Background: an optimization exercise with open tools, aiming at small area. Do not read the settings as production practice. In this exercise RTL edits were held to simulation tests only and were not proved equivalent to the original. Power and IR drop assume default switching activity.

== try-zinc ==
// gen_fifo_ctrl_mult_ch_top
module gen_fifo_ctrl_mult_ch_top #(
   parameter           CH_N         =    8 ,  
   parameter           ADD_W        =    8 ,  
   parameter           DAT_W        =   32 ,  
   parameter           RQST_CRDT_N  =    8 ,  
   parameter bit [0:0] RR_ARB_OPT   = 1'b1 ,  
   parameter           DLY_USER2MEM =    0 ,  
   parameter           DLY_MEM2USER =    1 ,  
   localparam RQST_CRDT_W = $clog2(RQST_CRDT_N) + 1 ,  
   localparam CH_W        = $clog2(CH_N)            ,  
   localparam CNT_W       = ADD_W + 1                  
)(
   input  logic                              clk               ,  
   input  logic                              rst_n             ,  
   input  logic [CH_N-1:0][ADD_W       -1:0] cfg_vec_dat_base  ,  
   input  logic [CH_N-1:0][CNT_W       -1:0] cfg_vec_dat_size  ,  
   input  logic [CH_N-1:0][CNT_W       -1:0] cfg_vec_dat_af_th ,  
   input  logic [CH_N-1:0][CNT_W       -1:0] cfg_vec_dat_ae_th ,  
   input  logic [CH_N-1:0][RQST_CRDT_W -1:0] cfg_vec_crd_af_th ,  
   input  logic [CH_N-1:0][RQST_CRDT_W -1:0] cfg_vec_crd_ae_th ,  
   input  logic                              clr_rqst          ,  
   input  logic           [CH_W        -1:0] clr_ch_num        ,  
   input  logic                              rd_rqst           ,  
   input  logic           [CH_W        -1:0] rd_ch_num         ,  
   input  logic                              usr_in_vld        ,  
   input  logic           [CH_W        -1:0] usr_in_ch_num     ,  
   input  logic           [DAT_W       -1:0] usr_in_dat        ,  
   output logic                              usr_out_vld       ,  
   output logic           [CH_W        -1:0] usr_out_ch_num    ,  
   output logic           [DAT_W       -1:0] usr_out_dat       ,  
   output logic [CH_N-1:0][CNT_W       -1:0] sts_vec_dat_count ,  
   output logic [CH_N-1:0]                   sts_vec_dat_full  ,  
   output logic [CH_N-1:0]                   sts_vec_dat_af    ,  
   output logic [CH_N-1:0]                   sts_vec_dat_ae    ,  
   output logic [CH_N-1:0]                   sts_vec_dat_empty ,  
   output logic [CH_N-1:0][RQST_CRDT_W -1:0] sts_vec_crd_count ,  
   output logic [CH_N-1:0]                   sts_vec_crd_full  ,  
   output logic [CH_N-1:0]                   sts_vec_crd_af    ,  
   output logic [CH_N-1:0]                   sts_vec_crd_ae    ,  
   output logic [CH_N-1:0]                   sts_vec_crd_empty ,  
   output logic [CH_N-1:0]                   err_vec_dat_ovfl  ,  
   output logic [CH_N-1:0]                   err_vec_dat_udfl  ,  
   output logic [CH_N-1:0]                   err_vec_rqst_ovfl ,  
   output logic [CH_N-1:0]                   err_vec_rqst_udfl ,  
   output logic                              err_clr_rqst_ovfl ,  
   output logic                              func_ch_clrd      ,  
   output logic                              mem_cs            ,  
   output logic                              mem_wen           ,  
   output logic           [ADD_W       -1:0] mem_add           ,  
   output logic           [DAT_W       -1:0] mem_dat_in        ,  
   input  logic           [DAT_W       -1:0] mem_dat_out          
);
For scale: ~2100 cells after synthesis, roughly 700 I/O pins.
export LEC_CHECK = 0
export CAP_MARGIN = 5
export CORE_MARGIN = 2
export CORE_UTILIZATION = 40
export SLEW_MARGIN = 5
create_clock -name core_clock -period 10.0 [get_ports {clk}]
standard.sh (not shown) runs the stock make flow with config.mk's settings and CLKGATE_MAP_FILE= SYNTH_SCRIPT=/design/flow/synth_recipe.tcl, a recipe that flattens the netlist after the stock synthesis.
==> flow/flow/run.sh <==
#!/bin/bash
# Standard ORFS flow (the standard.sh) with:
#  - I/O port buffers made from the smallest buffer cell,
#  - clock tree built from larger sink clusters and without dummy loads.
set -euo pipefail
export BUFFER_PORTS_ARGS="-buffer_cell sky130_fd_sc_hd__buf_1"
export CTS_ARGS="-sink_clustering_enable -repair_clock_nets -buf_list sky130_fd_sc_hd__clkbuf_8 -sink_clustering_size 14 -sink_clustering_max_diameter 60 -dont_use_dummy_load"
bash standard.sh > standard_flow.log 2>&1
diff inputs: try-zinc => try-yarrow
- SLEW_MARGIN changed from 5 to 20
- CORE_UTILIZATION changed from 40 to 25
- CAP_MARGIN changed from 5 to 20
==> flow/flow/run.sh <==
#!/bin/bash
# Standard ORFS flow (the standard.sh), with the I/O port buffers made
# from the smallest buffer cell instead of the default choice.
set -euo pipefail
export BUFFER_PORTS_ARGS="-buffer_cell sky130_fd_sc_hd__buf_1"
bash standard.sh > standard_flow.log 2>&1
--- outcome ---
- Every stage of the flow completed for try-yarrow, and the final layout passed the timing, design-rule and antenna checks.
- Summary of the comparison: vertical die dimension is higher in try-yarrow, relative to try-zinc.
- met3 layer usage reported by global route was higher in the run labelled try-zinc.
- Sequential share of layout area is lower on try-yarrow
- For the slack of the critical path, try-yarrow came in 0.052 ns higher than try-zinc did.
- Going from try-zinc to try-yarrow, clock power went up; area of the core region went up; utilization of the core after routing went down.
Setup changes, try-yarrow to try-indigo
- a change of CAP_MARGIN from 20 to 5
- a change of SLEW_MARGIN from 20 to 5
- a change of CORE_UTILIZATION from 25 to 40
==> flow/flow/run.sh <==
#!/bin/bash
# Standard ORFS flow (the standard.sh) with:
#  - synthesis as standard (same ORFS synth.tcl and synth_recipe.tcl, so the
#    same registers and names), except that ABC maps with flow/abc_relaxed.script:
#    an area-oriented script (fraig, scorr, dc2, dch, &nf -R 1000, then ORFS.s
#    buffering and sizing steps),
#  - I/O port buffers made from the smallest buffer cell,
#  - clock tree built from larger sink clusters and without dummy loads.
# Each step's full log is kept by ORFS under orfs/logs/; make's output goes to
# standard_flow.log in this folder.
set -euo pipefail
W=$PWD
mkdir -p "$W/mysyn"
# synth.tcl sourcing the modified preamble
sed "s|source \$::env(SCRIPTS_DIR)/synth_preamble.tcl|source $W/mysyn/synth_preamble.tcl|" \
  "$FLOW_HOME/scripts/synth.tcl" > "$W/mysyn/synth.tcl"
# preamble choosing the relaxed ABC script
sed "s|set abc_script \$::env(SCRIPTS_DIR)/abc_speed.script|set abc_script $W/flow/abc_relaxed.script|" \
  "$FLOW_HOME/scripts/synth_preamble.tcl" > "$W/mysyn/synth_preamble.tcl"
grep -q "abc_relaxed.script" "$W/mysyn/synth_preamble.tcl"
grep -q "mysyn/synth_preamble.tcl" "$W/mysyn/synth.tcl"
# The standard flow's synthesis script, sourcing the modified synth.tcl
sed "s|source \$::env(SCRIPTS_DIR)/synth.tcl|source $W/mysyn/synth.tcl|" \
  "$W/synth_recipe.tcl" > "$W/mysyn/synth_recipe.tcl"
grep -q "mysyn/synth.tcl" "$W/mysyn/synth_recipe.tcl"
# The standard.sh with that synthesis script
sed "s|SYNTH_SCRIPT=[^ ]*|SYNTH_SCRIPT=$W/mysyn/synth_recipe.tcl|" "$W/standard.sh" > "$W/mysyn/standard.sh"
grep -q "mysyn/synth_recipe.tcl" "$W/mysyn/standard.sh"
export BUFFER_PORTS_ARGS="-buffer_cell sky130_fd_sc_hd__buf_1"
export CTS_ARGS="-sink_clustering_enable -repair_clock_nets -buf_list sky130_fd_sc_hd__clkbuf_8 -sink_clustering_size 14 -sink_clustering_max_diameter 60 -dont_use_dummy_load"
bash "$W/mysyn/standard.sh" > standard_flow.log 2>&1
==> flow/flow/abc_relaxed.script (new file) <==
strash
&get -n
&fraig -x
&put
scorr
dc2
strash
&get -n
&dch -f
&nf -R 1000
&put
buffer -c
topo
stime -c
upsize -c
dnsize -c
--- outcome ---
- Taking try-yarrow as the reference point, the mux contribution to synthesized area of try-indigo falls by 0.47 points.
- Compared with try-yarrow, try-indigo shows a xor-xnor portion of the synthesized cell area that is 0.85 points lower.
- Height of the chip: try-indigo vs try-yarrow down 25%
- Tool error PPL-0024 stopped try-indigo during I/O pin placement (3_2_place_iop); no final results.
- | sequential fraction of the synthesis area | lower: try-yarrow |
- Taking try-yarrow as the reference point, the number of core rows of try-indigo falls by 23.
- In the reports for try-indigo and try-yarrow, the larger cell count after synthesis belongs to try-yarrow.
- Note that the area after synthesis recorded for try-yarrow amounts to 1.12 times the value seen in try-indigo.
- Compared with try-yarrow, try-indigo shows a lower die outline width.
- The lower initial cell density of the core came out of try-yarrow.
- Cmp try-indigo vs try-yarrow: synthesized-area fraction occupied by ao, oa, aoi and oai cells higher in try-indigo
The following lists how try-quartz was set up differently from try-indigo:
- a deleted CORE_UTILIZATION that had been 40
- an added CORE_AREA of 2 2 198 198
- a change of SLEW_MARGIN from 5 to 20
- a deleted CORE_MARGIN that had been 2
- a change of CAP_MARGIN from 5 to 20
- an added DIE_AREA of 0 0 200 200
-- flow/flow/run.sh --
<<< try-indigo, line 4
#    same registers and names), except that ABC maps with flow/abc_relaxed.script:
#    an area-oriented script (fraig, scorr, dc2, dch, &nf -R 1000, then ORFS.s
#    buffering and sizing steps),
#  - I/O port buffers made from the smallest buffer cell,
>>> try-quartz, line 4
#    same registers and names), except that ABC maps with flow/abc_relaxed.script:
#    an area-oriented script (fraig, scorr, dc2, dch, then &nf with delay
#    relaxation -R 1000, followed by ORFS's usual buffering and sizing steps),
#    and with no separate adder mapping (ADDER_MAP_FILE empty), so that ABC
#    maps the adders together with the rest of the logic,
#  - I/O port buffers made from the smallest buffer cell,
<<< try-indigo, line 28
grep -q "mysyn/synth_recipe.tcl" "$W/mysyn/standard.sh"
export BUFFER_PORTS_ARGS="-buffer_cell sky130_fd_sc_hd__buf_1"
>>> try-quartz, line 30
grep -q "mysyn/synth_recipe.tcl" "$W/mysyn/standard.sh"
export ADDER_MAP_FILE=
export BUFFER_PORTS_ARGS="-buffer_cell sky130_fd_sc_hd__buf_1"
-- flow/flow/abc_relaxed.script --
<<< try-indigo, line 9
&dch -f
&nf -R 1000
&put
>>> try-quartz, line 9
&dch -f
&nf -R 1000 -F 8 -C 32
&put
## What came out
try-quartz: flow completed, timing, DRC and antenna clean. try-quartz against try-indigo: portion of the post-synthesis area used by sequential elements picked up an extra 1.1 points; cell area after synthesis went down about 3.5%. Against try-indigo, try-quartz reports a starting utilization of the core area that is lower. Count of different cell masters after synthesis for try-quartz is higher than for try-indigo. try-quartz against try-indigo: mux contribution to synthesized area now sits lower, compound-cell area share of the yosys netlist now sits higher. try-quartz ends up with a adder-cell share of the synthesized area that is 2.8 points lower than in try-indigo. Between try-quartz and try-indigo, synthesized cell count is higher for try-indigo, try-quartz comes in under that.
#### Input delta (try-lagoon over try-quartz)
- CORE_AREA: 2 2 198 198 -> unset
- CAP_MARGIN: 20 -> 5
- CORE_UTILIZATION: unset -> 40
- DIE_AREA: 0 0 200 200 -> unset
- SLEW_MARGIN: 20 -> 5
- CORE_MARGIN: unset -> 2
-- flow/flow/run.sh --
<<< try-quartz, line 4
#    same registers and names), except that ABC maps with flow/abc_relaxed.script:
#    an area-oriented script (fraig, scorr, dc2, dch, then &nf with delay
#    relaxation -R 1000, followed by ORFS's usual buffering and sizing steps),
#    and with no separate adder mapping (ADDER_MAP_FILE empty), so that ABC
#    maps the adders together with the rest of the logic,
#  - I/O port buffers made from the smallest buffer cell,
>>> try-lagoon, line 4
#    same registers and names), except that ABC maps with flow/abc_relaxed.script:
#    ORFS's abc_speed.script with a delay relaxation on &nf (-R 1000) for area,
#  - I/O port buffers made from the smallest buffer cell,
<<< try-quartz, line 30
grep -q "mysyn/synth_recipe.tcl" "$W/mysyn/standard.sh"
export ADDER_MAP_FILE=
export BUFFER_PORTS_ARGS="-buffer_cell sky130_fd_sc_hd__buf_1"
>>> try-lagoon, line 27
grep -q "mysyn/synth_recipe.tcl" "$W/mysyn/standard.sh"
export BUFFER_PORTS_ARGS="-buffer_cell sky130_fd_sc_hd__buf_1"
==> flow/flow/abc_relaxed.script <==
&get -n
&st
&dch
&nf -R 1000
&st
&syn2
&if -g -K 6
&synch2
&nf -R 1000
&st
&syn2
&if -g -K 6
&synch2
&nf -R 1000
&st
&syn2
&if -g -K 6
&synch2
&nf -R 1000
&st
&syn2
&if -g -K 6
&synch2
&nf -R 1000
&st
&syn2
&if -g -K 6
&synch2
&nf -R 1000
&put
buffer -c
topo
stime -c
upsize -c
dnsize -c
Findings:
The vertical die dimension of try-lagoon falls short of that of try-quartz by 2.5 um. try-lagoon vs try-quartz: combinational power up. NOTE: share of the clock period used by the worst path in try-lagoon falls short of that of try-quartz. The cell with the largest stage delay on the worst path comes out sky130_fd_sc_hd__fa_2 in one run and sky130_fd_sc_hd__a2111o_1 in the other, namely in try-lagoon and try-quartz respectively. Between try-quartz and try-lagoon, antenna diode count is higher for try-quartz, try-lagoon comes in under that.

-- afterwards: timing with drivers on the ports --
The results above use ideal ports. As a check the final layouts listed here were re-extracted and re-timed, cells and wires unchanged.
Step 1 sets driving cells, clkbuf_16 on the clock port and buf_2 on the other inputs (assumed; they add their load-dependent delay and slew).
Step 2 adds t to the input delays and takes it off the output delays; t is the mean of the earliest and latest rising clock arrival at the registers after step 1. Input paths then give back, and output paths get back, about the clock's delay inside the block.
Slacks: no drivers / after step 1 / after step 2; pairs: no drivers / after step 1.
run	shift t [ns]	slack for setup (ns)	worst setup path at the end	worst data-port slew with drivers (ns)
try-zinc	0.589	0.249 / 0.167 / 0.167	input to output	0.30
try-yarrow	0.601	0.301 / 0.279 / 0.279	input to output	0.25
try-quartz	0.574	0.352 / 0.302 / 0.302	input to output	0.32
try-lagoon	0.594	0.375 / 0.355 / 0.355	input to output	0.25
After both steps setup and hold are still met in every run listed. The setup slack of try-zinc, which loses most, moves by -0.082 ns with the drivers and by -0.082 ns with both steps.
